What follows belongs to an exercise in optimizing a design on an open flow for small area; a production flow would make more cautious choices.
Where RTL was checked, it was by simulation tests only, not by an equivalence proof against the original.
Function not checked in runs 1 to 7: the RTL went through the layout flow alone.
Power figures rest on the tool's default switching activity, not on a simulated workload.

### flow/flow/run.sh
#!/bin/bash
# Layout flow: the standard flow (standard.sh) with two changes.
#  1. After the standard synthesis, the combinational logic is mapped again
#     for area (flow/remap.tcl with flow/area.abc). Flip-flop instances keep
#     their names and cell types.
#  2. Clock tree synthesis builds the tree from clkbuf_8 cells in clusters of
#     at most 20 sinks and adds no dummy loads.
# Each tool's output goes to a log file in the work folder.
set -euo pipefail
WORK=$(pwd)
RES=$WORK/orfs/results/$FLOW_PLATFORM/uart_top/base

bash standard.sh synth > standard_synth.log 2>&1

cp $RES/1_2_yosys.v $WORK/1_2_yosys_standard.v
export REMAP_IN=$WORK/1_2_yosys_standard.v
export REMAP_OUT=$WORK/1_2_yosys_remap.v
export REMAP_ABC=$WORK/flow/area.abc
export LIB_FILE=$FLOW_HOME/platforms/$FLOW_PLATFORM/lib/sky130_fd_sc_hd__tt_025C_1v80.lib
export DONT_USE_CELLS="$(sed -n '/^export DONT_USE_CELLS/,/^$/p' $FLOW_HOME/platforms/$FLOW_PLATFORM/config.mk | grep -o 'sky130_fd_sc_hd__[a-z0-9_]*' | tr '\n' ' ')"
yosys -c $WORK/flow/remap.tcl > remap.log 2>&1
cp $REMAP_OUT $RES/1_2_yosys.v
touch $RES/1_2_yosys.v

export CTS_ARGS="-sink_clustering_enable -repair_clock_nets -dont_use_dummy_load -buf_list sky130_fd_sc_hd__clkbuf_8 -sink_clustering_size 20 -sink_clustering_max_diameter 60"
bash standard.sh > standard.log 2>&1
### flow/flow/area.abc
strash
dc2
dch -f
amap
topo
### flow/flow/remap.tcl
# Re-map the combinational logic of a synthesized netlist for area; flip-flop
# instances (names and cell types) are kept as they are.
# env: REMAP_IN REMAP_OUT LIB_FILE REMAP_ABC DONT_USE_CELLS
set lib $::env(LIB_FILE)
set du {}
foreach c $::env(DONT_USE_CELLS) { lappend du -dont_use $c }
yosys read_verilog -defer $::env(REMAP_IN)
yosys read_liberty -ignore_miss_func -overwrite $lib
yosys hierarchy -top uart_top
# keep every sequential cell as an opaque instance
yosys blackbox {*}[regexp -all -inline {sky130_fd_sc_hd__\w*df\w*} [exec grep -o {sky130_fd_sc_hd__[a-z0-9_]*df[a-z0-9_]*} $::env(REMAP_IN)]]
yosys flatten
yosys opt -purge
yosys abc -script $::env(REMAP_ABC) -liberty $lib {*}$du
yosys opt_clean -purge
yosys hilomap -singleton -hicell sky130_fd_sc_hd__conb_1 HI -locell sky130_fd_sc_hd__conb_1 LO
yosys splitnets
yosys opt_clean -purge
yosys insbuf -buf sky130_fd_sc_hd__buf_4 A X
yosys tee -o $::env(REMAP_OUT).stat stat -liberty $lib
yosys write_verilog -noattr -nohex -nodec $::env(REMAP_OUT)
### flow/standard.sh
#!/bin/bash
# synth_recipe.tcl (not shown) runs the flow's synth.tcl, then flattens the netlist and writes it again
# the make line also repeats each setting of config.mk as NAME=value (left out here)
make -C /OpenROAD-flow-scripts/flow DESIGN_CONFIG=/design/flow/config.mk WORK_HOME=/design/flow/orfs CLKGATE_MAP_FILE= SYNTH_SCRIPT=/design/flow/synth_recipe.tcl "${@:-finish}"
### flow/config.mk
export PLATFORM = sky130hd
export DESIGN_NAME = uart_top
export DESIGN_NICKNAME = uart_top
export VERILOG_FILES = /design/flow/design.v
export SDC_FILE = /design/flow/constraint.sdc
export NUM_CORES = 4
export LEC_CHECK = 0
export CAP_MARGIN = 20
export CORE_MARGIN = 2
export CORE_UTILIZATION = 65
export SLEW_MARGIN = 20
### flow/constraint.sdc
create_clock -name core_clock -period 8.0 [get_ports {iClk}]
set_input_delay 1.6000 -clock core_clock [delete_from_list [all_inputs] [get_ports {iClk}]]
set_output_delay 1.6000 -clock core_clock [all_outputs]
set_load 0.01 [all_outputs]
### flow/design.v
`timescale 1ns / 1ps
module uart_top (
    input  wire iClk,
    input  wire iRst,
    input  wire iRx,
    output wire oTx
  );
  localparam S_BOT  = 6'b000000;    
  localparam S_TOP  = 6'b100000;    
  localparam C_0    = 4'd0;         
  localparam C_1    = 4'd1;
  localparam C_15   = 4'd8;         
  localparam P_CMD  = 3'd0;
  localparam P_A    = 3'd1;
  localparam P_B    = 3'd2;
  localparam P_WAIT = 3'd3;
  localparam P_TXF  = 3'd4;    
  localparam P_TX   = 3'd5;
  localparam P_TXL  = 3'd6;    
  reg  [511:0] rRing;
  reg  [5:0]   rS;        
  reg  [5:0]   rK;        
  reg  [2:0]   rPh;
  reg          rBusy;     
  reg  [3:0]   rC;        
  reg  [3:0]   rB;        
  reg  [7:0]   rD;
  reg          rX7;
  reg          rReady;    
  reg          rSub;
  reg          rCout;
  reg          rPend;     
  reg          rTx;
  wire [7:0] wHead  = rRing[7:0];
  wire       wHit   = (rS == rK);
  wire       wTop   = (rS == S_TOP);
  wire       wBot   = (rS == S_BOT);
  wire [5:0] wSNext = {rS[4:0], rS[5] ^ rS[4] ^ ~|rS[4:0]};    
  wire [5:0] wKPrev = {rK[0] ^ rK[5] ^ ~|rK[5:1], rK[5:1]};    
  wire [3:0] wCNext = {rC[2:0], rC[3] ^ rC[2] ^ ~|rC[2:0]};
  wire       wBitEnd = (rC == C_15);
  wire       wBitBeg = (rC == C_0);
  wire       wPhA   = (rPh == P_A);
  wire       wRxPh  = ~rPh[2] & ~(rPh[1] & rPh[0]);
  wire       wTxPh  = rPh[2];
  wire       wWr    = rReady & wHit & (wPhA | (rPh == P_B));
  wire       wWrA   = wWr & wPhA;
  wire [7:0] wOpR   = wWrA ? 8'd0 : wHead;
  wire [7:0] wOpX   = wWr ? rD : 8'd0;
  wire [8:0] wSum   = {1'b0, wOpR} + {1'b0, wOpX} + {8'd0, rPend};
  wire       wStart  = wRxPh & ~rBusy & ~iRx;
  wire       wSample = rBusy & wRxPh & (((rB == 4'd0) & wBitEnd) |
                                        ((rB >= 4'd1) & (rB <= 4'd7) & wBitBeg));
  wire       wLdWin  = rB[3] | (rB[2] & rB[1]);
  wire       wLoad   = wTxPh & wLdWin & wHit;
  wire       wKDec   = ((rPh == P_TX) | (rPh == P_TXL)) & (rB == 4'd0) & wBitBeg;
  wire       wTxGo   = (rPh == P_WAIT) & ~rPend & rB[3] & rB[2];
  wire       wFrEnd  = (rB == 4'd8) & wBitEnd;
  wire       wTxBit  = (rPh == P_TXF) ? (rCout & (rB[2:0] == 3'd0)) : (rD[rB[2:0]] ^ rSub);
  always @(posedge iClk) begin
    rRing <= {wSum[7:0], rRing[511:8]};
  end
  always @(posedge iClk) begin
    if (wSample) rD <= {iRx ^ (rSub & wPhA), rD[7:1]};
    else if (wLoad) rD[6:0] <= wHead[6:0];
    if (wKDec) rD[7] <= rX7;
    if (wLoad) rX7 <= wHead[7];
  end
  always @(posedge iClk) begin
    if (wStart | wTxGo) begin
      rC <= C_1;
      rB <= 4'd15;
    end else begin
      rC <= wCNext;
      if (wBitEnd) rB <= (wTxPh & (rB == 4'd8)) ? 4'd15 : rB + 4'd1;
    end
  end
  always @(posedge iClk) begin
    if (iRst) begin
      rS     <= S_BOT;
      rK     <= S_TOP;
      rPh    <= P_CMD;
      rBusy  <= 1'b0;
      rReady <= 1'b0;
      rPend  <= 1'b0;
      rTx    <= 1'b1;
    end else begin
      rS    <= wSNext;
      rPend <= wSum[8] & ~wTop;
      if (wSum[8] & wTop & ~rSub) rCout <= 1'b1;
      if (wStart) rBusy <= 1'b1;
      else if ((rB == 4'd7) & wBitEnd) rBusy <= 1'b0;
      if (wSample && rB == 4'd7) rReady <= 1'b1;
      if (rPh == P_CMD) begin
        if (rReady) begin
          rReady <= 1'b0;
          rSub   <= rD[0];
          rCout  <= 1'b0;
          rPh    <= P_A;
        end
      end else if (wWr) begin
        rReady <= 1'b0;
        rK     <= wKPrev;
        if (wBot) rPh <= wPhA ? P_B : P_WAIT;
      end
      if (wTxGo) rPh <= P_TXF;
      if (wKDec) rK <= wKPrev;
      if (wTxPh && wFrEnd) begin
        if (rPh == P_TXL)
          rPh <= P_CMD;
        else if (rPh == P_TXF)
          rPh <= P_TX;
        else if (rK == S_BOT)
          rPh <= P_TXL;
      end
      if (wTxGo)
        rTx <= 1'b0;
      else if (wTxPh && wBitBeg)
        rTx <= rB[3] ? ~rB[0] : wTxBit;
    end
  end
  assign oTx = rTx;
endmodule
==> results.json, run 1 <==
{
  "status": "no timing/DRC/antenna violations",
  "cp_data_arrival_time_ns": 5.19,
  "cts_max_level": 1,
  "endpoint_kind": "register",
  "layout.cells.non_filler": 1064,
  "synth_cells": 796,
  "switchingPower_uw": 736,
  "r2r_start": "rK[5]$_SDFFE_PP1P_",
  "postLayoutCoreUtil_pct": 70.0,
  "grt_pass1_vias": 4981,
  "grt_usage_pct": 15.8,
  "worstHoldPathCells": 0,
  "syn_area_um2": 12300,
  "power_density_nw_per_um2": 295,
  "vdd_drop_max_v": 0.000223,
  "synth_warnings": 1,
  "grt_start_max_net_pins": 21,
  "drt_first_pass_iters": 4,
  "cp.buffers_inverters": 2,
  "rows": 50,
  "p_leak_nw": 5.10,
  "cap_violations": 0,
  "seqPwrFrac_pct": 71.8,
  "layout_common_cells": "dfxtp_1 (539), nor2_1 (70), clkinv_1 (48)",
  "syn_avg_cell_area_um2": 15.5,
  "wirelength_um": 15200,
  "clock_latency_ns": 0.62,
  "hold_class": "reg -> reg",
  "vias": 5054,
  "cpMaxStageDelayCell": "nor3_1",
  "hold_path_end": "rRing[179]$_DFF_P_",
  "antenna_found_initial": 0,
  "grt_first_pass_wirelength_um": 25200,
  "timing.final.ws_setup_ns": 3.19,
  "min_period_ns": 4.81,
  "postCtsSetupBuffers": 0,
  "portBuffers": 3,
  "clockBufferDepth": 3,
  "intPower_mw": 3.12,
  "cts_resized": 0,
  "finalSetupViolCount": 0,
  "hold_violations": 0,
  "cp-start-kind": "register",
  "wl_per_cell_um": 14.3,
  "cts.sinks": 550,
  "cts_tree": "yes",
  "drc": 0,
  "critPathKind": "reg -> reg",
  "combPwrFrac_pct": 0.9,
  "slew_violations": 0,
  "final_common_cell": "dfxtp_1",
  "netSwitchingFraction_pct": 19.1,
  "fin_area_um2": 13100,
  "pre_cts_ws_ns": 3.19,
  "fp.dieW_um": 142,
  "min-delay-start": "rRing[187]$_DFF_P_",
  "initial_core_util_pct": 66.0,
  "max_stage_delay_ns": 0.74,
  "io_pins": 4,
  "required_ns": 8.39,
  "initialDrtViolationCount": 199,
  "fin_crit_sh_pct": 60.1,
  "place_inst": 1033,
  "skew_ns": 0.0799,
  "pwr-share-clk_pct": 27.4,
  "fin_tns_setup_ns": 0,
  "dpl_cell_area_um2": 12600,
  "tightest_slew_ns": 0.945,
  "rsz0062_at_grt": "no",
  "cts_buffers": 31,
  "coreArea_um2": 18600,
  "vias_per_cell": 4.75,
  "r2r_end": "rCout$_DFFE_PN_",
  "area_growth_pct": 6.14,
  "path_cells": "o22ai_1 -> a221oi_1 -> o2111ai_1 -> nand2b_1 -> nor3_1 -> clkinv_1 -> nor4_1 -> nor2_1 -> a21o_1 -> a21o_1 -> a21o_1 -> or2_0 -> a21oi_1 -> nor3_1 -> nor2_1 -> clkinv_1 -> a31oi_1 -> nor2_1",
  "relSlewSlack_pct": 36.5,
  "fmax_ghz": 0.208,
  "dieArea_um2": 20000,
  "drtAntennaViolNets": 0,
  "diodes": 0,
  "ctsHoldBuffers": 0,
  "drive_gt1_share_pct": 3.86,
  "syn_nets": 799,
  "hpwl_um": 9210,
  "rrSetupSlack_ns": 3.19,
  "path_delay_family": "simple AND/OR/NAND/NOR gates",
  "rr_worst_depth": 18,
  "overflow": 0,
  "crit_fanout": 9,
  "die_h_um": 142,
  "layout.nets": 835,
  "clock-root-buffer": "clkbuf_8",
  "place_congestion": 0.757,
  "clk_pin_slew_ns": 0.12
}
[stage by stage]
step           total power, mW  hold slack [ns]
6_report                  3.85            0.290
5_1_grt                   3.99            0.302
4_1_cts                   3.89            0.297
3_5_place_dp              2.86            0.312
3_3_place_gp              2.86            0.311
2_1_floorplan             2.85            0.310
[final cells by class]
cell class                      instances  area (µm²)
Multi-Input combinational cell        198        1010
Tap cell                              234         293
Fill cell                            1206        5580
Inverter                               48         180
Timing Repair Buffer                    3        30.0
Clock buffer                           31         427
Sequential cell                       550       11100
[state kept, by name (all words and copies together) (netlist names), 3 cells and up]
signal	cells
rB	4
rC	4
rD	8
rK	6
rPh	3
rRing	512
rS	6
[routing by layer]
| layer | vias up | share of wire, % | track usage (%) |
|---|---|---|---|
| li1 | 2602 | - | - |
| met1 | 2338 | 53 | 24.6 |
| met2 | 75 | 41 | 22.9 |
| met3 | 39 | 3.3 | 3.00 |
| met4 | 0 | 2.7 | 4.53 |
| met5 | - | 0 | 0 |
[power groups by stage]
stage | registers, mW | clock network [mW] | logic, mW
5_1_grt | 2.77 | 1.18 | 0.0387
3_3_place_gp | 2.83 | 0 | 0.0325
4_1_cts | 2.76 | 1.10 | 0.0331
6_report | 2.76 | 1.05 | 0.0335
3_5_place_dp | 2.83 | 0 | 0.0332
2_1_floorplan | 2.82 | 0 | 0.0240
[worst max-delay path by stage]
stage                             startpoint         endpoint  slack [ns]  cells past startpoint
after detailed placement  rK[5]$_SDFFE_PP1P_  rCout$_DFFE_PN_        3.19                     18
after global placement    rK[5]$_SDFFE_PP1P_  rCout$_DFFE_PN_        3.50                     18
final                     rK[5]$_SDFFE_PP1P_  rCout$_DFFE_PN_        3.19                     18
after CTS                 rK[5]$_SDFFE_PP1P_  rCout$_DFFE_PN_        3.16                     18
after global routing      rK[5]$_SDFFE_PP1P_  rCout$_DFFE_PN_        2.78                     18
after floorplan             rS[2]$_SDFF_PP0_  rCout$_DFFE_PN_        4.06                     18
==> run 2: changes to the inputs <==
--- a/flow/design.v
+++ b/flow/design.v
@@ -16,10 +16,11 @@
   localparam P_WAIT = 3'd3;
   localparam P_TXF  = 3'd4;    
   localparam P_TX   = 3'd5;
+  localparam P_TX0  = 3'd7;    
   localparam P_TXL  = 3'd6;    
   reg  [511:0] rRing;
   reg  [5:0]   rS;        
-  reg  [5:0]   rK;        
+  reg  [5:0]   rDist;     
   reg  [2:0]   rPh;
   reg          rBusy;     
   reg  [3:0]   rC;        
@@ -32,11 +33,10 @@
   reg          rPend;     
   reg          rTx;
   wire [7:0] wHead  = rRing[7:0];
-  wire       wHit   = (rS == rK);
+  wire       wHit   = (rDist == 6'd0);
   wire       wTop   = (rS == S_TOP);
   wire       wBot   = (rS == S_BOT);
   wire [5:0] wSNext = {rS[4:0], rS[5] ^ rS[4] ^ ~|rS[4:0]};    
-  wire [5:0] wKPrev = {rK[0] ^ rK[5] ^ ~|rK[5:1], rK[5:1]};    
   wire [3:0] wCNext = {rC[2:0], rC[3] ^ rC[2] ^ ~|rC[2:0]};
   wire       wBitEnd = (rC == C_15);
   wire       wBitBeg = (rC == C_0);
@@ -53,7 +53,7 @@
                                         ((rB >= 4'd1) & (rB <= 4'd7) & wBitBeg));
   wire       wLdWin  = rB[3] | (rB[2] & rB[1]);
   wire       wLoad   = wTxPh & wLdWin & wHit;
-  wire       wKDec   = ((rPh == P_TX) | (rPh == P_TXL)) & (rB == 4'd0) & wBitBeg;
+  wire       wKDec   = wTxPh & (rPh != P_TXF) & (rB == 4'd0) & wBitBeg;
   wire       wTxGo   = (rPh == P_WAIT) & ~rPend & rB[3] & rB[2];
   wire       wFrEnd  = (rB == 4'd8) & wBitEnd;
   wire       wTxBit  = (rPh == P_TXF) ? (rCout & (rB[2:0] == 3'd0)) : (rD[rB[2:0]] ^ rSub);
@@ -78,7 +78,7 @@
   always @(posedge iClk) begin
     if (iRst) begin
       rS     <= S_BOT;
-      rK     <= S_TOP;
+      rDist  <= 6'd63;
       rPh    <= P_CMD;
       rBusy  <= 1'b0;
       rReady <= 1'b0;
@@ -86,6 +86,7 @@
       rTx    <= 1'b1;
     end else begin
       rS    <= wSNext;
+      rDist <= rDist - 6'd1 - {5'd0, wWr | wKDec};
       rPend <= wSum[8] & ~wTop;
       if (wSum[8] & wTop & ~rSub) rCout <= 1'b1;
       if (wStart) rBusy <= 1'b1;
@@ -100,17 +101,16 @@
         end
       end else if (wWr) begin
         rReady <= 1'b0;
-        rK     <= wKPrev;
         if (wBot) rPh <= wPhA ? P_B : P_WAIT;
       end
       if (wTxGo) rPh <= P_TXF;
-      if (wKDec) rK <= wKPrev;
+      if (wLoad & wBot & (rPh == P_TX)) rPh <= (rB[3] & rB[0]) ? P_TXL : P_TX0;
       if (wTxPh && wFrEnd) begin
         if (rPh == P_TXL)
           rPh <= P_CMD;
         else if (rPh == P_TXF)
           rPh <= P_TX;
-        else if (rK == S_BOT)
+        else if (rPh == P_TX0)
           rPh <= P_TXL;
       end
       if (wTxGo)
--- a/flow/config.mk
+++ b/flow/config.mk
@@ -7,5 +7,5 @@
 export LEC_CHECK = 0
 export CAP_MARGIN = 20
 export CORE_MARGIN = 2
-export CORE_UTILIZATION = 65
+export CORE_UTILIZATION = 80
 export SLEW_MARGIN = 20
==> results.json, run 2 <==
{
  "status": "stopped before the end",
  "haltStage": "detailed placement",
  "firstError": "[ERROR DPL-0033] detailed placement checks failed during check placement.",
  "hpwl_um": 14300,
  "fp.dieW_um": 128,
  "place_congestion": 0.842,
  "syn_avg_cell_area_um2": 15.6,
  "syn_area_um2": 12200,
  "die_h_um": 128,
  "synth_cells": 786,
  "portBuffers": 3,
  "synth_warnings": 1,
  "rows": 45,
  "io_pins": 4,
  "initial_core_util_pct": 81.1,
  "syn_nets": 789
}
==> run 2: worst max-delay path by stage <==
stage | start | endpoint | cells after the start
2_1_floorplan | rDist[2]$_SDFF_PP1_ | rCout$_DFFE_PN_ | 17
3_3_place_gp | rPh[2]$_SDFF_PP0_ | rCout$_DFFE_PN_ | 19
==> run 2: metrics by stage <==
step | instance area, µm² | worst slack, ns | cells
global placement | 12500 | 4.60 | 979
floorplan | 12200 | 4.47 | 786
==> run 2: power groups by stage <==
stage / combinational (mW) / sequential (mW) / clock, mW
after floorplan: 0.0261 / 2.82 / 0
after global placement: 0.0338 / 2.83 / 0
==> run 3: changes to the inputs <==
--- a/flow/design.v
+++ b/flow/design.v
@@ -47,7 +47,17 @@
   wire       wWrA   = wWr & wPhA;
   wire [7:0] wOpR   = wWrA ? 8'd0 : wHead;
   wire [7:0] wOpX   = wWr ? rD : 8'd0;
-  wire [8:0] wSum   = {1'b0, wOpR} + {1'b0, wOpX} + {8'd0, rPend};
+  wire [8:0] wCy;
+  wire [8:0] wSum;
+  assign wCy[0] = rPend;
+  genvar gi;
+  generate
+    for (gi = 0; gi < 8; gi = gi + 1) begin : g_add
+      assign wSum[gi]  = wOpR[gi] ^ wOpX[gi] ^ wCy[gi];
+      assign wCy[gi+1] = (wOpR[gi] & wOpX[gi]) | (wOpR[gi] & wCy[gi]) | (wOpX[gi] & wCy[gi]);
+    end
+  endgenerate
+  assign wSum[8] = wCy[8];
   wire       wStart  = wRxPh & ~rBusy & ~iRx;
   wire       wSample = rBusy & wRxPh & (((rB == 4'd0) & wBitEnd) |
                                         ((rB >= 4'd1) & (rB <= 4'd7) & wBitBeg));
--- a/flow/flow/run.sh
+++ b/flow/flow/run.sh
@@ -1,8 +1,8 @@
 #!/bin/bash
 # Layout flow: the standard flow (standard.sh) with two changes.
 #  1. After the standard synthesis, the combinational logic is mapped again
-#     for area (flow/remap.tcl with flow/area.abc). Flip-flop instances keep
-#     their names and cell types.
+#     for area (flow/remap.tcl with flow/area.abc). Flip-flop and full-adder
+#     instances keep their names and cell types.
 #  2. Clock tree synthesis builds the tree from clkbuf_8 cells in clusters of
 #     at most 20 sinks and adds no dummy loads.
 # Each tool's output goes to a log file in the work folder.
--- a/flow/flow/remap.tcl
+++ b/flow/flow/remap.tcl
@@ -7,8 +7,8 @@
 yosys read_verilog -defer $::env(REMAP_IN)
 yosys read_liberty -ignore_miss_func -overwrite $lib
 yosys hierarchy -top uart_top
-# keep every sequential cell as an opaque instance
-yosys blackbox {*}[regexp -all -inline {sky130_fd_sc_hd__\w*df\w*} [exec grep -o {sky130_fd_sc_hd__[a-z0-9_]*df[a-z0-9_]*} $::env(REMAP_IN)]]
+# keep every sequential cell, and the full-adder cells, as opaque instances
+yosys blackbox {*}[lsort -unique [regexp -all -inline {sky130_fd_sc_hd__(?:\w*df\w*|fa_\d)} [exec cat $::env(REMAP_IN)]]]
 yosys flatten
 yosys opt -purge
 yosys abc -script $::env(REMAP_ABC) -liberty $lib {*}$du
--- a/flow/config.mk
+++ b/flow/config.mk
@@ -7,5 +7,6 @@
 export LEC_CHECK = 0
 export CAP_MARGIN = 20
 export CORE_MARGIN = 2
-export CORE_UTILIZATION = 80
+export CORE_UTILIZATION = 65
+export PLACE_DENSITY = 0.8
 export SLEW_MARGIN = 20
==> results.json, run 3 <==
{
  "status": "no timing/DRC/antenna violations",
  "hold_violations": 0,
  "min_period_ns": 4.50,
  "pre_cts_ws_ns": 3.54,
  "layout.nets": 806,
  "synth_cells": 755,
  "hold_class": "reg -> reg",
  "cap_violations": 0,
  "diodes": 0,
  "fp.dieW_um": 141,
  "area_growth_pct": 6.55,
  "vias": 4794,
  "final_common_cell": "dfxtp_1",
  "seqPwrFrac_pct": 70.7,
  "initialDrtViolationCount": 223,
  "skew_ns": 0.0578,
  "hpwl_um": 8720,
  "required_ns": 8.29,
  "min-delay-start": "rRing[437]$_DFF_P_",
  "cp_data_arrival_time_ns": 4.79,
  "fin_tns_setup_ns": 0,
  "clk_pin_slew_ns": 0.11,
  "layout_common_cells": "dfxtp_1 (539), nor2_1 (55), clkinv_1 (45)",
  "top_regs": "rRing (512), rD (8)",
  "io_pins": 4,
  "fmax_ghz": 0.222,
  "clock_latency_ns": 0.54,
  "pwr-share-clk_pct": 28.4,
  "relSlewSlack_pct": 50.2,
  "drive_gt1_share_pct": 4.41,
  "drtAntennaViolNets": 0,
  "cp-start-kind": "register",
  "overflow": 0,
  "netSwitchingFraction_pct": 19.3,
  "cts_buffers": 34,
  "antenna_found_initial": 0,
  "postCtsSetupBuffers": 0,
  "largest_register_ffs": 512,
  "slew_violations": 0,
  "ctsHoldBuffers": 0,
  "grt_pass1_vias": 4963,
  "die_h_um": 141,
  "fin_crit_sh_pct": 56.2,
  "grt_usage_pct": 16.3,
  "syn_area_um2": 12200,
  "clockBufferDepth": 3,
  "power_density_nw_per_um2": 301,
  "worstSetupStartpoint": "rDist[3]$_SDFF_PP1_",
  "p_leak_nw": 5.07,
  "syn_nets": 766,
  "grt_start_max_net_pins": 21,
  "combPwrFrac_pct": 0.9,
  "initial_core_util_pct": 65.6,
  "dieArea_um2": 19900,
  "vias_per_cell": 4.67,
  "switchingPower_uw": 756,
  "endpoint_kind": "register",
  "timing.final.ws_setup_ns": 3.50,
  "wl_per_cell_um": 14.8,
  "place_inst": 993,
  "postLayoutCoreUtil_pct": 69.9,
  "r2r_start": "rDist[3]$_SDFF_PP1_",
  "dpl_cell_area_um2": 12500,
  "wirelength_um": 15200,
  "drc": 0,
  "cts_resized": 0,
  "fin_area_um2": 13000,
  "finalSetupViolCount": 0,
  "coreArea_um2": 18600,
  "cts.sinks": 550,
  "synth_warnings": 1,
  "portBuffers": 3,
  "cts_max_level": 2,
  "rows": 50,
  "crit_fanout": 4,
  "place_congestion": 0.812,
  "vdd_drop_max_v": 0.000225,
  "rsz0062_at_grt": "no",
  "cts_tree": "yes",
  "drt_first_pass_iters": 4,
  "critPathKind": "reg -> reg",
  "tightest_slew_ns": 0.742,
  "clock-root-buffer": "clkbuf_8",
  "intPower_mw": 3.15,
  "syn_avg_cell_area_um2": 16.2,
  "top_register": "rRing",
  "grt_first_pass_wirelength_um": 25600,
  "layout.cells.non_filler": 1027
}
## run 3: power by group through the flow
stage,Combinational [mW],Clock [mW],Sequential [mW]
6_report,0.0368,1.11,2.76
3_3_place_gp,0.0344,0,2.83
4_1_cts,0.0364,1.15,2.76
2_1_floorplan,0.0265,0,2.82
3_5_place_dp,0.0364,0,2.83
5_1_grt,0.0420,1.24,2.77
## run 3: path summary, 6_finish.rpt
kind,endpoint,slack [ns],cells after the start
worst min-delay path,rRing[429]$_DFF_P_,0.31,0
worst max register to register,rCout$_DFFE_PN_,3.50,16
worst min register to register,rRing[429]$_DFF_P_,0.31,0
worst max-delay path,rCout$_DFFE_PN_,3.50,16
## run 3: final cells by class
class	instances	area (µm²)
clock buffers	34	468
fillers	1169	5590
inverters	45	169
multi-input cells	160	907
flip-flops and latches	550	11100
well taps	234	293
repair buffers	4	37.5
## run 3: metal layers
metal / part of all wire, % / vias to the layer above / global-route usage [%] / wire length [µm]
met3: 4.2 / 31 / 3.80 / 634
met4: 2.5 / 0 / 4.89 / 382
met2: 43 / 80 / 24.6 / 6530
met5: 0 / - / 0 / 0
li1: - / 2427 / - / -
met1: 50 / 2256 / 24.0 / 7610
## run 3: worst max-delay path, stage by stage (launching register included)
cell and delay [ns]:
dfxtp_1 0.35, nor3_1 0.27, nand4_1 0.23, o21ai_0 0.29, fa_1 0.25, fa_1 0.18, clkinv_1 0.08, fa_1 0.38
fa_1 0.40, fa_1 0.40, fa_1 0.39, fa_1 0.39, fa_1 0.37, clkinv_1 0.06, nor2_1 0.04, a21oi_1 0.14
nor2_1 0.05
## run 3: metrics by stage
stage          hold slack (ns)  power, mW
3_3_place_gp             0.313       2.86
2_1_floorplan            0.310       2.85
5_1_grt                  0.308       4.05
3_5_place_dp             0.312       2.86
4_1_cts                  0.310       3.95
6_report                 0.306       3.91
==> run 4: changes to the inputs <==
--- a/flow/flow/run.sh
+++ b/flow/flow/run.sh
@@ -22,5 +22,5 @@
 cp $REMAP_OUT $RES/1_2_yosys.v
 touch $RES/1_2_yosys.v
 
-export CTS_ARGS="-sink_clustering_enable -repair_clock_nets -dont_use_dummy_load -buf_list sky130_fd_sc_hd__clkbuf_8 -sink_clustering_size 20 -sink_clustering_max_diameter 60"
+export CTS_ARGS="-sink_clustering_enable -repair_clock_nets -dont_use_dummy_load -buf_list sky130_fd_sc_hd__clkbuf_8 -sink_clustering_size 22 -sink_clustering_max_diameter 40"
 bash standard.sh > standard.log 2>&1
==> results.json, run 4 <==
{
  "syn_area_um2": 12200,
  "grt_first_pass_wirelength_um": 25500,
  "grt_pass1_vias": 5046,
  "fin_crit_sh_pct": 56.3,
  "n_fill_cell": 1149,
  "drtAntennaViolNets": 0,
  "power_density_nw_per_um2": 304,
  "cp.buffers_inverters": 2,
  "pre_cts_ws_ns": 3.54,
  "combPwrFrac_pct": 0.9,
  "place_congestion": 0.812,
  "io_pins": 4,
  "cpMaxStageDelayCell": "fa_1",
  "intPower_mw": 3.21,
  "fmax_ghz": 0.222,
  "initial_core_util_pct": 65.6,
  "pwr-share-clk_pct": 29.5,
  "required_ns": 8.25,
  "top_regs": "rRing (512), rD (8)",
  "fp.dieW_um": 141,
  "p_leak_nw": 5.11,
  "r2r_start": "rDist[3]$_SDFF_PP1_",
  "fin_tns_setup_ns": 0,
  "seqPwrFrac_pct": 69.6,
  "skew_ns": 0.102,
  "overflow": 0,
  "top_register": "rRing",
  "vias": 4806,
  "initialDrtViolationCount": 256,
  "syn_avg_cell_area_um2": 16.2,
  "coreArea_um2": 18600,
  "hold_ws_ns": 0.264,
  "min-delay-start": "rRing[502]$_DFF_P_",
  "hold_violations": 0,
  "final_common_cell": "dfxtp_1",
  "cts.sinks": 550,
  "postCtsSetupBuffers": 0,
  "grt_start_max_net_pins": 23,
  "timing.final.ws_setup_ns": 3.49,
  "largest_register_ffs": 512,
  "layout.nets": 811,
  "die_h_um": 141,
  "cpMostUsedCell": "fa_1",
  "max_stage_delay_ns": 0.40,
  "syn_nets": 766,
  "portBuffers": 3,
  "cap_violations": 0,
  "synth_warnings": 1,
  "switchingPower_uw": 763,
  "vias_per_cell": 4.66,
  "clock-root-buffer": "clkbuf_8",
  "place_inst": 993,
  "cts_buffers": 39,
  "clockBufferDepth": 3,
  "status": "no timing/DRC/antenna violations",
  "area_growth_pct": 7.11,
  "antenna_found_initial": 0,
  "hold_class": "reg -> reg",
  "postLayoutCoreUtil_pct": 70.3,
  "rsz0062_at_grt": "no",
  "wirelength_um": 15000,
  "cts_resized": 0,
  "finalSetupViolCount": 0,
  "tightest_slew_ns": 0.700,
  "synth_cells": 755,
  "cts_tree": "yes",
  "clock_latency_ns": 0.58,
  "netSwitchingFraction_pct": 19.2,
  "endpoint_kind": "register",
  "rows": 50,
  "cts_max_level": 2,
  "slew_violations": 0,
  "min_period_ns": 4.51,
  "crit_fanout": 4,
  "layout_common_cells": "dfxtp_1 (539), nor2_1 (55), clkinv_1 (45)",
  "drc": 0,
  "wl_per_cell_um": 14.6,
  "drive_gt1_share_pct": 5.01,
  "critPathKind": "reg -> reg",
  "vdd_drop_max_v": 0.000261,
  "worstSetupStartpoint": "rDist[3]$_SDFF_PP1_",
  "cp_data_arrival_time_ns": 4.75,
  "path_delay_family": "adder cells",
  "relSlewSlack_pct": 53.0,
  "dieArea_um2": 19900,
  "clk_pin_slew_ns": 0.11,
  "cp-start-kind": "register",
  "diodes": 0,
  "ctsHoldBuffers": 0,
  "drt_first_pass_iters": 5,
  "hpwl_um": 8720,
  "grt_usage_pct": 16.4,
  "layout.cells.non_filler": 1032,
  "path_cells": "nor3_1 -> nand4_1 -> o21ai_0 -> fa_1 -> fa_1 -> clkinv_1 -> fa_1 -> fa_1 -> fa_1 -> fa_1 -> fa_1 -> fa_1 -> clkinv_1 -> nor2_1 -> a21oi_1 -> nor2_1"
}
-- run 4: final timing paths --
path,end,slack [ns],cells past startpoint
worst max-delay path,rCout$_DFFE_PN_,3.49,16
worst min-delay path,rRing[494]$_DFF_P_,0.26,0
worst max register to register,rCout$_DFFE_PN_,3.49,16
worst min register to register,rRing[494]$_DFF_P_,0.26,0
-- run 4: worst register-to-register path: stages (launching register included) --
cell,delay (ns)
dfxtp_1,0.34
nor3_1,0.28
nand4_1,0.23
o21ai_0,0.29
fa_1,0.25
fa_1,0.18
clkinv_1,0.08
fa_1,0.38
fa_1,0.40
fa_1,0.40
fa_1,0.40
fa_1,0.39
fa_1,0.37
clkinv_1,0.06
nor2_1,0.04
a21oi_1,0.14
nor2_1,0.05
-- run 4: power groups by stage --
stage | Combinational, mW | Clock, mW | Sequential (mW)
floorplan | 0.0265 | 0 | 2.82
global placement | 0.0344 | 0 | 2.83
detailed placement | 0.0364 | 0 | 2.83
CTS | 0.0364 | 1.21 | 2.76
global route | 0.0420 | 1.30 | 2.77
finish | 0.0369 | 1.17 | 2.76
-- run 4: layout make-up --
type                    instances  area, µm²  area share (%)
clock buffers                  39        537            4.11
inverters                      45        169            1.29
multi-input cells             160        907            6.94
flip-flops and latches        550      11100            85.1
well taps                     234        293            2.24
repair buffers                  4       37.5           0.287
-- run 4: routing by layer --
layer  global-route usage [%]  wire length [µm]
met1                     23.8              7590
met3                     3.60               562
met5                        0                 0
met4                     6.26               365
met2                     24.5              6520
-- run 4: through the flow --
stage                     instance area [µm²]  power, mW
after floorplan                         12200       2.85
after global placement                  12500       2.86
after detailed placement                12500       2.86
after CTS                               13100       4.01
after global routing                    13100       4.11
final                                   13100       3.97
==> run 5: changes to the inputs <==
--- a/flow/flow/run.sh
+++ b/flow/flow/run.sh
@@ -22,5 +22,5 @@
 cp $REMAP_OUT $RES/1_2_yosys.v
 touch $RES/1_2_yosys.v
 
-export CTS_ARGS="-sink_clustering_enable -repair_clock_nets -dont_use_dummy_load -buf_list sky130_fd_sc_hd__clkbuf_8 -sink_clustering_size 22 -sink_clustering_max_diameter 40"
+export CTS_ARGS="-sink_clustering_enable -repair_clock_nets -dont_use_dummy_load -buf_list sky130_fd_sc_hd__clkbuf_8 -sink_clustering_size 20 -sink_clustering_max_diameter 100"
 bash standard.sh > standard.log 2>&1
==> results.json, run 5 <==
{
  "grt_start_max_net_pins": 21,
  "grt_usage_pct": 15.9,
  "worstHoldPathCells": 0,
  "power_density_nw_per_um2": 297,
  "rsz0062_at_grt": "no",
  "cts_tree": "yes",
  "crit_cells": 16,
  "grt_first_pass_wirelength_um": 25200,
  "netSwitchingFraction_pct": 19.1,
  "wl_per_cell_um": 14.4,
  "io_pins": 4,
  "initial_core_util_pct": 65.6,
  "syn_nets": 766,
  "path_cells": "nor3_1 -> nand4_1 -> o21ai_0 -> fa_1 -> fa_1 -> clkinv_1 -> fa_1 -> fa_1 -> fa_1 -> fa_1 -> fa_1 -> fa_1 -> clkinv_1 -> nor2_1 -> a21oi_1 -> nor2_1",
  "cts_resized": 0,
  "crit_fanout": 4,
  "rrSetupSlack_ns": 3.49,
  "relSlewSlack_pct": 54.2,
  "status": "no timing/DRC/antenna violations",
  "cp_data_arrival_time_ns": 4.85,
  "slew_violations": 0,
  "cts_max_level": 1,
  "hpwl_um": 8720,
  "largest_register_ffs": 512,
  "top_register": "rRing",
  "clock-root-buffer": "clkbuf_8",
  "grt_pass1_vias": 4983,
  "cts.sinks": 550,
  "switchingPower_uw": 737,
  "vias": 4799,
  "drt_first_pass_iters": 4,
  "fin_tns_setup_ns": 0,
  "ctsHoldBuffers": 0,
  "max_stage_delay_ns": 0.40,
  "hold_class": "reg -> reg",
  "r2r_end": "rCout$_DFFE_PN_",
  "clock_latency_ns": 0.56,
  "path_delay_family": "adder cells",
  "drive_gt1_share_pct": 4.05,
  "syn_area_um2": 12200,
  "intPower_mw": 3.12,
  "fin_crit_sh_pct": 56.3,
  "rows": 50,
  "skew_ns": 0.0329,
  "worstSetupStartpoint": "rDist[3]$_SDFF_PP1_",
  "layout.cells.non_filler": 1024,
  "pwr-share-clk_pct": 27.3,
  "coreArea_um2": 18600,
  "antenna_found_initial": 0,
  "wirelength_um": 14800,
  "drc": 0,
  "initialDrtViolationCount": 275,
  "required_ns": 8.34,
  "cp-start-kind": "register",
  "n_fill_cell": 1173,
  "rr_worst_depth": 16,
  "clockBufferDepth": 3,
  "combPwrFrac_pct": 1.0,
  "place_congestion": 0.812,
  "fmax_ghz": 0.222,
  "clk_pin_slew_ns": 0.11,
  "place_inst": 993,
  "hold_violations": 0,
  "crit_end": "rCout$_DFFE_PN_",
  "die_h_um": 141,
  "cts_buffers": 31,
  "layout_common_cells": "dfxtp_1 (539), nor2_1 (55), clkinv_1 (45)",
  "overflow": 0,
  "layout.nets": 803,
  "cp.buffers_inverters": 2,
  "seqPwrFrac_pct": 71.7,
  "syn_avg_cell_area_um2": 16.2,
  "synth_cells": 755,
  "endpoint_kind": "register",
  "tightest_slew_ns": 0.682,
  "synth_warnings": 1,
  "cpMostUsedCell": "fa_1",
  "vias_per_cell": 4.69,
  "cap_violations": 0,
  "area_growth_pct": 6.21,
  "top_regs": "rRing (512), rD (8)",
  "drtAntennaViolNets": 0,
  "diodes": 0,
  "final_common_cell": "dfxtp_1",
  "p_leak_nw": 5.05,
  "min_period_ns": 4.51,
  "postCtsSetupBuffers": 0,
  "cpMaxStageDelayCell": "fa_1",
  "finalSetupViolCount": 0,
  "critPathKind": "reg -> reg",
  "dieArea_um2": 19900,
  "portBuffers": 3,
  "vdd_drop_max_v": 0.000206,
  "r2r_start": "rDist[3]$_SDFF_PP1_",
  "fp.dieW_um": 141
}
run 5: stage by stage:
stage	power (mW)	instance area, µm²	hold slack, ns	setup slack [ns]	utilization, %
2_1_floorplan	2.85	12200	0.310	3.84	-
3_3_place_gp	2.86	12500	0.313	3.61	67.4
3_5_place_dp	2.86	12500	0.312	3.54	67.4
4_1_cts	3.89	13000	0.293	3.51	69.7
5_1_grt	3.99	13000	0.286	3.19	69.7
6_report	3.85	13000	0.289	3.49	69.7
run 5: worst min path at each step:
| stage | from | endpoint |
|---|---|---|
| floorplan | rRing[8]$_DFF_P_ | rRing[0]$_DFF_P_ |
| global placement | rRing[411]$_DFF_P_ | rRing[403]$_DFF_P_ |
| detailed placement | rRing[214]$_DFF_P_ | rRing[206]$_DFF_P_ |
| CTS | rRing[207]$_DFF_P_ | rRing[199]$_DFF_P_ |
| global route | rRing[207]$_DFF_P_ | rRing[199]$_DFF_P_ |
| finish | rRing[207]$_DFF_P_ | rRing[199]$_DFF_P_ |
run 5: area by class of cell:
cell class                 instances  area (µm²)  area share [%]
clock buffer                      31         427            3.29
inverter                          45         169            1.30
multi-input combinational        160         907            7.00
sequential                       550       11100            85.8
tap                              234         293            2.26
timing repair buffer               4        37.5           0.290
run 5: power by group through the flow:
| stage | Clock, mW | Sequential (mW) | Combinational (mW) |
|---|---|---|---|
| 3_5_place_dp | 0 | 2.83 | 0.0364 |
| 2_1_floorplan | 0 | 2.82 | 0.0265 |
| 3_3_place_gp | 0 | 2.83 | 0.0344 |
| 5_1_grt | 1.19 | 2.77 | 0.0420 |
| 6_report | 1.05 | 2.76 | 0.0368 |
| 4_1_cts | 1.09 | 2.76 | 0.0364 |
run 5: per-layer routing:
metal | global-route usage, % | vias up | part of all wire, %
met5 | 0 | - | 0
met4 | 4.42 | 0 | 2.1
met3 | 3.23 | 31 | 3.9
met2 | 24.2 | 82 | 43
met1 | 23.6 | 2262 | 51
li1 | - | 2424 | -
run 5: worst reg2reg max path, stage by stage, from the launching register on:
cell and delay (ns):
dfxtp_1 0.35, nor3_1 0.28, nand4_1 0.23, o21ai_0 0.29
fa_1 0.25, fa_1 0.18, clkinv_1 0.08, fa_1 0.38
fa_1 0.40, fa_1 0.40, fa_1 0.40, fa_1 0.39
fa_1 0.37, clkinv_1 0.06, nor2_1 0.04, a21oi_1 0.14
nor2_1 0.05
==> run 6: changes to the inputs <==
--- a/flow/flow/run.sh
+++ b/flow/flow/run.sh
@@ -22,5 +22,5 @@
 cp $REMAP_OUT $RES/1_2_yosys.v
 touch $RES/1_2_yosys.v
 
-export CTS_ARGS="-sink_clustering_enable -repair_clock_nets -dont_use_dummy_load -buf_list sky130_fd_sc_hd__clkbuf_8 -sink_clustering_size 20 -sink_clustering_max_diameter 100"
+export CTS_ARGS="-sink_clustering_enable -repair_clock_nets -dont_use_dummy_load -buf_list sky130_fd_sc_hd__clkbuf_16 -sink_clustering_size 28 -sink_clustering_max_diameter 60"
 bash standard.sh > standard.log 2>&1
==> results.json, run 6 <==
{
  "worstSetupStartpoint": "rDist[3]$_SDFF_PP1_",
  "p_leak_nw": 5.15,
  "cp-start-kind": "register",
  "synth_cells": 755,
  "cts_resized": 0,
  "drtAntennaViolNets": 0,
  "fp.dieW_um": 141,
  "portBuffers": 3,
  "wl_per_cell_um": 15.3,
  "endpoint_kind": "register",
  "min_period_ns": 4.50,
  "cts_tree": "yes",
  "r2r_end": "rCout$_DFFE_PN_",
  "grt_first_pass_wirelength_um": 26200,
  "required_ns": 8.28,
  "syn_avg_cell_area_um2": 16.2,
  "clock-root-buffer": "clkbuf_16",
  "hpwl_um": 8720,
  "syn_nets": 766,
  "grt_pass1_vias": 4957,
  "largest_register_ffs": 512,
  "max_stage_delay_ns": 0.40,
  "final_common_cell": "dfxtp_1",
  "worstHoldPathCells": 0,
  "finalSetupViolCount": 0,
  "rsz0062_at_grt": "no",
  "overflow": 0,
  "top_register": "rRing",
  "rr_worst_depth": 16,
  "syn_area_um2": 12200,
  "vias_per_cell": 4.69,
  "drt_first_pass_iters": 4,
  "antenna_found_initial": 0,
  "path_cells": "nor3_1 -> nand4_1 -> o21ai_0 -> fa_1 -> fa_1 -> clkinv_1 -> fa_1 -> fa_1 -> fa_1 -> fa_1 -> fa_1 -> fa_1 -> clkinv_1 -> nor2_1 -> a21oi_1 -> nor2_1",
  "cts_max_level": 1,
  "die_h_um": 141,
  "area_growth_pct": 8.04,
  "diodes": 0,
  "synth_warnings": 1,
  "layout_common_cells": "dfxtp_1 (539), nor2_1 (55), clkinv_1 (45)",
  "cap_violations": 0,
  "cp_data_arrival_time_ns": 4.78,
  "relSlewSlack_pct": 50.7,
  "pre_cts_ws_ns": 3.54,
  "cpMaxStageDelayCell": "fa_1",
  "grt_usage_pct": 16.6,
  "critPathKind": "reg -> reg",
  "top_regs": "rRing (512), rD (8)",
  "layout.nets": 798,
  "skew_ns": 0.0586,
  "drc": 0,
  "vdd_drop_max_v": 0.000229,
  "place_congestion": 0.812,
  "cpMostUsedCell": "fa_1",
  "coreArea_um2": 18600,
  "hold_ws_ns": 0.284,
  "clock_latency_ns": 0.54,
  "hold_class": "reg -> reg",
  "cts.sinks": 550,
  "postCtsSetupBuffers": 0,
  "dieArea_um2": 19900,
  "rrSetupSlack_ns": 3.50,
  "io_pins": 4,
  "fmax_ghz": 0.222,
  "timing.final.ws_setup_ns": 3.50,
  "rows": 50,
  "vias": 4780,
  "wirelength_um": 15600,
  "fin_tns_setup_ns": 0,
  "n_fill_cell": 1151,
  "cts_buffers": 26,
  "hold_violations": 0,
  "slew_violations": 0,
  "initial_core_util_pct": 65.6,
  "ctsHoldBuffers": 0,
  "drive_gt1_share_pct": 3.44,
  "tightest_slew_ns": 0.735,
  "power_density_nw_per_um2": 313,
  "crit_end": "rCout$_DFFE_PN_",
  "initialDrtViolationCount": 280,
  "crit_fanout": 4,
  "grt_start_max_net_pins": 29,
  "clockBufferDepth": 3,
  "fin_crit_sh_pct": 56.3,
  "clk_pin_slew_ns": 0.08,
  "status": "no timing/DRC/antenna violations",
  "r2r_start": "rDist[3]$_SDFF_PP1_"
}
[run 6: critical path, delay by kind of cell, from the launching register on]
family                     cells  cell delay, ns
AOI/OAI and AO/OA              2            0.43
adders and majority gates      8            2.77
buffers and inverters          2            0.14
DFF                            1            0.34
and+or+nand+nor                4            0.60
[run 6: routing by layer]
layer	wire [µm]	global-route usage (%)
met5	0	0
met4	345	4.89
met3	500	2.58
met2	6930	26.1
met1	7850	24.6
[run 6: stage by stage]
| step | util, % | power (mW) | std cells | instance area (µm²) |
|---|---|---|---|---|
| 6_report | 70.9 | 4.13 | 1019 | 13200 |
| 3_5_place_dp | 67.4 | 2.86 | 993 | 12500 |
| 3_3_place_gp | 67.4 | 2.86 | 993 | 12500 |
| 2_1_floorplan | - | 2.85 | 755 | 12200 |
| 4_1_cts | 70.9 | 4.16 | 1019 | 13200 |
| 5_1_grt | 70.9 | 4.26 | 1019 | 13200 |
[run 6: worst min-delay path by stage]
stage	from	endpoint	slack, ns
final	rRing[499]$_DFF_P_	rRing[491]$_DFF_P_	0.28
after global placement	rRing[411]$_DFF_P_	rRing[403]$_DFF_P_	0.31
after detailed placement	rRing[214]$_DFF_P_	rRing[206]$_DFF_P_	0.31
after global routing	rRing[508]$_DFF_P_	rRing[500]$_DFF_P_	0.27
after floorplan	rRing[8]$_DFF_P_	rRing[0]$_DFF_P_	0.31
after CTS	rRing[499]$_DFF_P_	rRing[491]$_DFF_P_	0.28
[run 6: layout make-up]
class / count / area, µm² / share of cell area, %
sequential: 550 / 11100 / 84.4
multi-input combinational: 160 / 907 / 6.88
clock buffer: 26 / 651 / 4.94
timing repair buffer: 4 / 37.5 / 0.285
tap: 234 / 293 / 2.22
inverter: 45 / 169 / 1.28
[run 6: where the power goes]
group | switching (mW) | internal [mW] | leakage [nW]
Clock | 0.749 | 0.580 | 0.320
Sequential | 0.00883 | 2.75 | 4.48
Combinational | 0.0239 | 0.0129 | 0.351
Total | 0.781 | 3.35 | 5.15
==> run 7: changes to the inputs <==
--- a/flow/design.v
+++ b/flow/design.v
@@ -26,7 +26,6 @@
   reg  [3:0]   rC;        
   reg  [3:0]   rB;        
   reg  [7:0]   rD;
-  reg          rX7;
   reg          rReady;    
   reg          rSub;
   reg          rCout;
@@ -63,6 +62,7 @@
                                         ((rB >= 4'd1) & (rB <= 4'd7) & wBitBeg));
   wire       wLdWin  = rB[3] | (rB[2] & rB[1]);
   wire       wLoad   = wTxPh & wLdWin & wHit;
+  wire       wLoad7  = wTxPh & (rDist == 6'd63) & ~rB[3] & ~(rB[2] & rB[1] & rB[0]);
   wire       wKDec   = wTxPh & (rPh != P_TXF) & (rB == 4'd0) & wBitBeg;
   wire       wTxGo   = (rPh == P_WAIT) & ~rPend & rB[3] & rB[2];
   wire       wFrEnd  = (rB == 4'd8) & wBitEnd;
@@ -72,9 +72,10 @@
   end
   always @(posedge iClk) begin
     if (wSample) rD <= {iRx ^ (rSub & wPhA), rD[7:1]};
-    else if (wLoad) rD[6:0] <= wHead[6:0];
-    if (wKDec) rD[7] <= rX7;
-    if (wLoad) rX7 <= wHead[7];
+    else begin
+      if (wLoad) rD[6:0] <= wHead[6:0];
+      if (wLoad7) rD[7] <= wHead[7];
+    end
   end
   always @(posedge iClk) begin
     if (wStart | wTxGo) begin
--- a/flow/flow/run.sh
+++ b/flow/flow/run.sh
@@ -22,5 +22,5 @@
 cp $REMAP_OUT $RES/1_2_yosys.v
 touch $RES/1_2_yosys.v
 
-export CTS_ARGS="-sink_clustering_enable -repair_clock_nets -dont_use_dummy_load -buf_list sky130_fd_sc_hd__clkbuf_16 -sink_clustering_size 28 -sink_clustering_max_diameter 60"
+export CTS_ARGS="-sink_clustering_enable -repair_clock_nets -dont_use_dummy_load -buf_list sky130_fd_sc_hd__clkbuf_4 -sink_clustering_size 12 -sink_clustering_max_diameter 40"
 bash standard.sh > standard.log 2>&1
==> results.json, run 7 <==
{
  "grt_usage_pct": 17.0,
  "grt_start_max_net_pins": 19,
  "p_leak_nw": 5.03,
  "fp.dieW_um": 141,
  "drc": 0,
  "fin_crit_sh_pct": 58.8,
  "drive_gt1_share_pct": 6.63,
  "largest_register_ffs": 512,
  "wirelength_um": 15700,
  "cts_buffers": 53,
  "portBuffers": 3,
  "min_period_ns": 4.71,
  "rows": 50,
  "top_regs": "rRing (512), rD (8)",
  "endpoint_kind": "register",
  "vdd_drop_max_v": 0.000165,
  "pwr-share-clk_pct": 26.9,
  "initial_core_util_pct": 65.8,
  "syn_nets": 769,
  "rsz0062_at_grt": "no",
  "ctsHoldBuffers": 0,
  "coreArea_um2": 18500,
  "drtAntennaViolNets": 0,
  "tightest_slew_ns": 0.714,
  "cts_max_level": 2,
  "seqPwrFrac_pct": 72.1,
  "fin_tns_setup_ns": 0,
  "final_common_cell": "dfxtp_1",
  "top_register": "rRing",
  "crit_fanout": 4,
  "clock-root-buffer": "clkbuf_4",
  "cts_resized": 0,
  "layout.nets": 828,
  "switchingPower_uw": 760,
  "status": "no timing/DRC/antenna violations",
  "cap_violations": 0,
  "hold_class": "reg -> reg",
  "syn_avg_cell_area_um2": 16.1,
  "cts_tree": "yes",
  "cts.sinks": 549,
  "synth_warnings": 1,
  "grt_pass1_vias": 5212,
  "cp-start-kind": "register",
  "grt_first_pass_wirelength_um": 26300,
  "cp_data_arrival_time_ns": 5.13,
  "hpwl_um": 9140,
  "antenna_found_initial": 1,
  "required_ns": 8.42,
  "p_total_mw": 3.83,
  "place_congestion": 0.784,
  "io_pins": 4,
  "fmax_ghz": 0.212,
  "initialDrtViolationCount": 243,
  "clk_pin_slew_ns": 0.11,
  "synth_cells": 758,
  "finalSetupViolCount": 0,
  "vias_per_cell": 4.71,
  "drt_first_pass_iters": 4,
  "netSwitchingFraction_pct": 19.9,
  "power_density_nw_per_um2": 297,
  "vias": 4948,
  "clockBufferDepth": 3,
  "overflow": 0,
  "postLayoutCoreUtil_pct": 69.7,
  "combPwrFrac_pct": 1.1,
  "syn_area_um2": 12200,
  "n_fill_cell": 1194,
  "clock_latency_ns": 0.70,
  "postCtsSetupBuffers": 0,
  "die_h_um": 141,
  "intPower_mw": 3.07,
  "layout_common_cells": "dfxtp_1 (539), nor2_1 (59), clkinv_1 (53), clkbuf_4 (53)",
  "dieArea_um2": 19900,
  "area_growth_pct": 6.02,
  "relSlewSlack_pct": 52.2,
  "wl_per_cell_um": 14.9,
  "skew_ns": 0.101,
  "hold_violations": 0,
  "critPathKind": "reg -> reg",
  "slew_violations": 0
}
## run 7: per-layer routing
layer / wire length, µm / vias to the layer above / GRT usage (%)
li1: - / 2491 / -
met1: 7490 / 2309 / 24.0
met2: 6950 / 105 / 25.4
met3: 813 / 43 / 4.28
met4: 410 / 0 / 6.95
met5: 0 / - / 0
## run 7: worst paths after layout
kind                       startpoint            endpoint  slack (ns)  cells after the start
setup / recovery  rDist[4]$_SDFF_PP1_     rCout$_DFFE_PN_        3.29                     17
hold / removal     rRing[506]$_DFF_P_  rRing[498]$_DFF_P_        0.27                      0
setup reg to reg  rDist[4]$_SDFF_PP1_     rCout$_DFFE_PN_        3.29                     17
hold reg to reg    rRing[506]$_DFF_P_  rRing[498]$_DFF_P_        0.27                      0
## run 7: through the flow
step / setup WS [ns] / hold WS [ns] / cell area [µm²] / cells
2_1_floorplan: 3.65 / 0.310 / 12200 / 758
5_1_grt: 3.00 / 0.237 / 12900 / 1051
3_3_place_gp: 3.35 / 0.312 / 12500 / 996
3_5_place_dp: 3.31 / 0.312 / 12500 / 996
4_1_cts: 3.28 / 0.249 / 12900 / 1049
6_report: 3.29 / 0.268 / 12900 / 1051
## run 7: layout make-up
class / instances / area [µm²] / share of cell area, %
multi-input combinational: 156 / 892 / 6.91
antenna: 2 / 5.00 / 0.0388
inverter: 53 / 199 / 1.54
timing repair buffer: 4 / 37.5 / 0.291
sequential: 549 / 11100 / 85.9
tap: 234 / 293 / 2.27
clock buffer: 53 / 398 / 3.08
## run 7: worst max-delay path, cell delays in order, from the launching register on
cell	delay, ns
dfxtp_1	0.37
nor3_1	0.22
nand4_1	0.17
or2_0	0.31
o21ai_0	0.26
fa_1	0.23
fa_1	0.19
clkinv_1	0.08
fa_1	0.38
fa_1	0.39
fa_1	0.40
fa_1	0.39
fa_1	0.39
fa_1	0.38
clkinv_1	0.07
nor2_1	0.04
a31oi_1	0.16
nor2_1	0.05
## run 7: power groups by stage
stage                     Combinational [mW]  Clock (mW)  Sequential (mW)
after floorplan                       0.0292           0             2.82
after CTS                             0.0413        1.07             2.76
after global placement                0.0393           0             2.82
final                                 0.0415        1.03             2.76
after global routing                  0.0469        1.17             2.76
after detailed placement              0.0411           0             2.82
==> run 8: changes to the inputs <==
--- a/flow/design.v
+++ b/flow/design.v
@@ -115,7 +115,7 @@
         if (wBot) rPh <= wPhA ? P_B : P_WAIT;
       end
       if (wTxGo) rPh <= P_TXF;
-      if (wLoad & wBot & (rPh == P_TX)) rPh <= (rB[3] & rB[0]) ? P_TXL : P_TX0;
+      if (wLoad & wBot & (rPh == P_TX)) rPh <= ((rB[3] & rB[0]) | wFrEnd) ? P_TXL : P_TX0;
       if (wTxPh && wFrEnd) begin
         if (rPh == P_TXL)
           rPh <= P_CMD;
--- a/flow/flow/run.sh
+++ b/flow/flow/run.sh
@@ -3,8 +3,8 @@
 #  1. After the standard synthesis, the combinational logic is mapped again
 #     for area (flow/remap.tcl with flow/area.abc). Flip-flop and full-adder
 #     instances keep their names and cell types.
-#  2. Clock tree synthesis builds the tree from clkbuf_8 cells in clusters of
-#     at most 20 sinks and adds no dummy loads.
+#  2. Clock tree synthesis builds the tree from clkbuf_4 cells in clusters of
+#     at most 12 sinks and adds no dummy loads.
 # Each tool's output goes to a log file in the work folder.
 set -euo pipefail
 WORK=$(pwd)
==> results.json, run 8 <==
{
  "top_register": "rRing",
  "cpMaxStageDelayCell": "nor2_1",
  "hold_violations": 0,
  "cts_tree": "yes",
  "syn_nets": 764,
  "clock_latency_ns": 0.67,
  "clock-root-buffer": "clkbuf_4",
  "overflow": 0,
  "multiInputGateArea_um2": 918,
  "synth_cells": 753,
  "path_delay_family": "adder cells",
  "cts_max_level": 2,
  "endpoint_kind": "register",
  "postCtsSetupBuffers": 0,
  "drive_gt1_share_pct": 6.55,
  "dieArea_um2": 19800,
  "cp_data_arrival_time_ns": 5.41,
  "vias_per_cell": 4.71,
  "p_leak_nw": 5.03,
  "top_regs": "rRing (512), rD (8)",
  "io_pins": 4,
  "die_h_um": 141,
  "place_congestion": 0.756,
  "wl_per_cell_um": 14.8,
  "vias": 4919,
  "skew_ns": 0.0451,
  "synth_warnings": 1,
  "grt_start_max_net_pins": 18,
  "drc": 0,
  "drtAntennaViolNets": 0,
  "seqCellArea_um2": 11100,
  "portBuffers": 3,
  "ctsHoldBuffers": 0,
  "wirelength_um": 15500,
  "clk_pin_slew_ns": 0.11,
  "finalSetupViolCount": 0,
  "slew_violations": 0,
  "cap_violations": 0,
  "antenna_found_initial": 1,
  "grt_first_pass_wirelength_um": 26500,
  "syn_area_um2": 12200,
  "layout.nets": 822,
  "critPathKind": "reg -> reg",
  "netSwitchingFraction_pct": 19.6,
  "status": "no timing/DRC/antenna violations",
  "fin_crit_sh_pct": 62.3,
  "tightest_slew_ns": 0.661,
  "switchingPower_uw": 748,
  "initial_core_util_pct": 65.8,
  "layout_common_cells": "dfxtp_1 (539), clkbuf_4 (52), nor2_1 (48)",
  "rows": 50,
  "pwr-share-clk_pct": 26.6,
  "crit_fanout": 7,
  "grt_pass1_vias": 5235,
  "postLayoutCoreUtil_pct": 69.7,
  "clockBufferDepth": 3,
  "min_period_ns": 4.99,
  "vdd_drop_max_v": 0.000193,
  "n_fill_cell": 1225,
  "fmax_ghz": 0.201,
  "drt_first_pass_iters": 4,
  "path_cells": "nor3_1 -> nand3_1 -> or2_0 -> nor2_1 -> clkinv_1 -> nand2_1 -> fa_1 -> fa_1 -> clkinv_1 -> fa_1 -> fa_1 -> fa_1 -> fa_1 -> fa_1 -> fa_1 -> clkinv_1 -> nor4_1 -> o21a_1",
  "intPower_mw": 3.06,
  "rsz0062_at_grt": "no",
  "hpwl_um": 9510,
  "initialDrtViolationCount": 206,
  "fp.dieW_um": 141,
  "cpMostUsedCell": "fa_1",
  "grt_usage_pct": 17.0,
  "largest_register_ffs": 512,
  "required_ns": 8.42,
  "cts.sinks": 549,
  "hold_class": "reg -> reg",
  "syn_avg_cell_area_um2": 16.2,
  "cp.buffers_inverters": 3,
  "final_common_cell": "dfxtp_1",
  "combPwrFrac_pct": 1.0,
  "fin_tns_setup_ns": 0,
  "area_growth_pct": 5.94,
  "max_stage_delay_ns": 0.40,
  "coreArea_um2": 18500,
  "cts_buffers": 52,
  "cts_resized": 0,
  "seqPwrFrac_pct": 72.3,
  "power_density_nw_per_um2": 295,
  "relSlewSlack_pct": 55.7,
  "cp-start-kind": "register"
}
==> run 8: worst paths after layout <==
path	endpoint	slack [ns]	cells past startpoint	start
setup reg to reg	rCout$_DFFE_PN_	3.01	18	rDist[4]$_SDFF_PP1_
hold reg to reg	rRing[490]$_DFF_P_	0.29	0	rRing[498]$_DFF_P_
hold / removal	rRing[490]$_DFF_P_	0.29	0	rRing[498]$_DFF_P_
setup / recovery	rCout$_DFFE_PN_	3.01	18	rDist[4]$_SDFF_PP1_
==> run 8: stage by stage <==
stage / setup slack [ns] / instances / hold WS (ns) / total power, mW / instance area (µm²)
floorplan: 3.48 / 753 / 0.310 / 2.85 / 12200
global placement: 3.13 / 991 / 0.311 / 2.86 / 12500
detailed placement: 3.02 / 991 / 0.312 / 2.86 / 12500
CTS: 3.01 / 1043 / 0.276 / 3.85 / 12900
global route: 2.77 / 1044 / 0.265 / 3.96 / 12900
finish: 3.01 / 1044 / 0.295 / 3.81 / 12900
==> run 8: power groups by stage <==
stage	clock network [mW]	logic, mW	registers, mW
final	1.01	0.0398	2.76
after global routing	1.16	0.0463	2.76
after CTS	1.05	0.0406	2.76
after detailed placement	0	0.0403	2.82
after global placement	0	0.0407	2.82
after floorplan	0	0.0291	2.82
==> run 8: routing by layer <==
| metal | vias to the layer above | GRT usage (%) | routed length [µm] |
|---|---|---|---|
| li1 | 2491 | - | - |
| met1 | 2315 | 23.3 | 7450 |
| met2 | 76 | 26.6 | 7080 |
| met3 | 37 | 3.97 | 563 |
| met4 | 0 | 6.74 | 376 |
| met5 | - | 0 | 0 |
==> run 8: area by class of cell <==
class                           count  share of cell area, %
Sequential cell                   549                   86.0
Multi-Input combinational cell    159                   7.12
Clock buffer                       52                   3.03
Tap cell                          234                   2.27
Inverter                           45                   1.31
Timing Repair Buffer                4                  0.291
Antenna cell                        1                 0.0194
==> run 9: changes to the inputs <==
--- a/flow/flow/run.sh
+++ b/flow/flow/run.sh
@@ -22,5 +22,5 @@
 cp $REMAP_OUT $RES/1_2_yosys.v
 touch $RES/1_2_yosys.v
 
-export CTS_ARGS="-sink_clustering_enable -repair_clock_nets -dont_use_dummy_load -buf_list sky130_fd_sc_hd__clkbuf_4 -sink_clustering_size 12 -sink_clustering_max_diameter 40"
+export CTS_ARGS="-sink_clustering_enable -repair_clock_nets -dont_use_dummy_load -buf_list {sky130_fd_sc_hd__clkbuf_4 sky130_fd_sc_hd__clkbuf_8} -sink_clustering_buffer sky130_fd_sc_hd__clkbuf_4 -sink_clustering_size 12 -sink_clustering_max_diameter 40"
 bash standard.sh > standard.log 2>&1
==> results.json, run 9 <==
{
  "layout_common_cells": "dfxtp_1 (539), nor2_1 (48), clkbuf_4 (47)",
  "timing.final.ws_setup_ns": 3.02,
  "crit_end": "rCout$_DFFE_PN_",
  "syn_nets": 764,
  "tightest_slew_ns": 0.670,
  "r2r_end": "rCout$_DFFE_PN_",
  "cpMostUsedCell": "fa_1",
  "hold_violations": 0,
  "hold_ws_ns": 0.303,
  "crit_fanout": 7,
  "hpwl_um": 9510,
  "grt_first_pass_wirelength_um": 26500,
  "dieArea_um2": 19800,
  "required_ns": 8.31,
  "cpMaxStageDelayCell": "nor2_1",
  "p_leak_nw": 5.04,
  "initialDrtViolationCount": 231,
  "finalSetupViolCount": 0,
  "grt_pass1_vias": 5235,
  "top_regs": "rRing (512), rD (8)",
  "r2r_start": "rDist[4]$_SDFF_PP1_",
  "overflow": 0,
  "clockBufferDepth": 3,
  "drive_gt1_share_pct": 6.55,
  "drc": 0,
  "wl_per_cell_um": 14.8,
  "diodes": 0,
  "postCtsSetupBuffers": 0,
  "n_fill_cell": 1218,
  "cap_violations": 0,
  "critPathKind": "reg -> reg",
  "die_h_um": 141,
  "drt_first_pass_iters": 4,
  "initial_core_util_pct": 65.8,
  "relSlewSlack_pct": 55.0,
  "grt_start_max_net_pins": 18,
  "min_period_ns": 4.98,
  "final_common_cell": "dfxtp_1",
  "clock_latency_ns": 0.54,
  "power_density_nw_per_um2": 297,
  "cts_buffers": 52,
  "pre_cts_ws_ns": 3.02,
  "cts_max_level": 2,
  "hold_class": "reg -> reg",
  "seqCellArea_um2": 11100,
  "skew_ns": 0.0422,
  "grt_usage_pct": 17.0,
  "syn_area_um2": 12200,
  "cp-start-kind": "register",
  "largest_register_ffs": 512,
  "antenna_found_initial": 0,
  "fmax_ghz": 0.201,
  "top_register": "rRing",
  "max_stage_delay_ns": 0.40,
  "endpoint_kind": "register",
  "cts_resized": 0,
  "coreArea_um2": 18500,
  "fin_crit_sh_pct": 62.2,
  "portBuffers": 3,
  "place_congestion": 0.756,
  "clk_pin_slew_ns": 0.11,
  "place_inst": 991,
  "io_pins": 4,
  "ctsHoldBuffers": 0,
  "synth_cells": 753,
  "status": "no timing/DRC/antenna violations",
  "worstSetupStartpoint": "rDist[4]$_SDFF_PP1_",
  "synth_warnings": 1,
  "p_total_mw": 3.85,
  "multiInputGateArea_um2": 918,
  "rows": 50,
  "area_growth_pct": 6.17,
  "vias_per_cell": 4.71,
  "cts_tree": "yes",
  "cts.sinks": 549,
  "layout.cells.non_filler": 1043,
  "dpl_cell_area_um2": 12500,
  "cp_data_arrival_time_ns": 5.28,
  "vdd_drop_max_v": 0.000193,
  "vias": 4916,
  "clock-root-buffer": "clkbuf_8",
  "path_cells": "nor3_1 -> nand3_1 -> or2_0 -> nor2_1 -> clkinv_1 -> nand2_1 -> fa_1 -> fa_1 -> clkinv_1 -> fa_1 -> fa_1 -> fa_1 -> fa_1 -> fa_1 -> fa_1 -> clkinv_1 -> nor4_1 -> o21a_1",
  "syn_avg_cell_area_um2": 16.2,
  "postLayoutCoreUtil_pct": 69.8,
  "fp.dieW_um": 141,
  "drtAntennaViolNets": 0,
  "rr_worst_depth": 18,
  "slew_violations": 0,
  "rrSetupSlack_ns": 3.02,
  "layout.nets": 822,
  "fin_tns_setup_ns": 0,
  "rsz0062_at_grt": "no",
  "fin_area_um2": 12900,
  "wirelength_um": 15500
}
## run 9: worst min path at each step
stage | cells after the start | to | from | slack (ns)
floorplan | 0 | rRing[0]$_DFF_P_ | rRing[8]$_DFF_P_ | 0.31
global placement | 0 | rRing[496]$_DFF_P_ | rRing[504]$_DFF_P_ | 0.31
detailed placement | 0 | rRing[20]$_DFF_P_ | rRing[28]$_DFF_P_ | 0.31
CTS | 0 | rRing[490]$_DFF_P_ | rRing[498]$_DFF_P_ | 0.29
global route | 0 | rRing[490]$_DFF_P_ | rRing[498]$_DFF_P_ | 0.30
finish | 0 | rRing[490]$_DFF_P_ | rRing[498]$_DFF_P_ | 0.30
## run 9: layout make-up
type                       count  share of cell area (%)
tap                          234                    2.26
clock buffer                  52                    3.26
inverter                      45                    1.31
timing repair buffer           4                   0.290
sequential                   549                    85.8
multi-input combinational    159                    7.10
## run 9: worst max-delay path, delay by kind of cell (launching register included)
kind / cells / cell delay, ns
AOI/OAI and AO/OA: 1 / 0.16
adders and majority gates: 8 / 2.67
buffers and inverters: 3 / 0.39
DFF: 1 / 0.35
and+or+nand+nor: 6 / 1.16
## run 9: where the power goes
part / internal (mW) / switching (mW) / total [mW]
Sequential: 2.75 / 0.00808 / 2.76
Combinational: 0.0140 / 0.0259 / 0.0399
Clock: 0.332 / 0.718 / 1.05
Total: 3.09 / 0.751 / 3.85
## run 9: routing by layer
layer	share of wire [%]	up-vias	global-route usage [%]
li1	-	2488	-
met1	48	2314	23.3
met2	45	71	26.6
met3	3.8	43	3.91
met4	2.8	0	6.95
met5	0	-	0

## port drivers added, routing unchanged
The flow's constraints put no driver on any port. The routed layouts listed below were extracted and timed again, unchanged, in two steps. Step 1: set_driving_cell puts a clkbuf_16 on iClk and a buf_2 on each other input, an assumption about the parent block. Step 2 adds t to the input delays and takes it off the output delays; t is the mean of the earliest and latest rising clock arrival at the registers after step 1. Input paths then give back, and output paths get back, about the clock's delay inside the block. Slacks: no drivers / after step 1 / after step 2; pairs: no drivers / after step 1.
run	shift t [ns]	setup WS [ns]	hold WS [ns]
run 1	0.614	3.193 / 3.193 / 3.193	0.290 / 0.290 / 0.290
run 3	0.555	3.502 / 3.502 / 3.502	0.306 / 0.306 / 0.306
run 4	0.568	3.495 / 3.495 / 3.495	0.264 / 0.264 / 0.264
run 5	0.604	3.493 / 3.493 / 3.493	0.289 / 0.289 / 0.289
run 6	0.562	3.497 / 3.497 / 3.497	0.284 / 0.284 / 0.284
run 7	0.696	3.293 / 3.293 / 3.293	0.268 / 0.268 / 0.268
run 8	0.686	3.014 / 3.014 / 3.014	0.295 / 0.295 / 0.295
run 9	0.569	3.024 / 3.024 / 3.024	0.303 / 0.303 / 0.303
After both steps setup and hold are still met in every run listed.
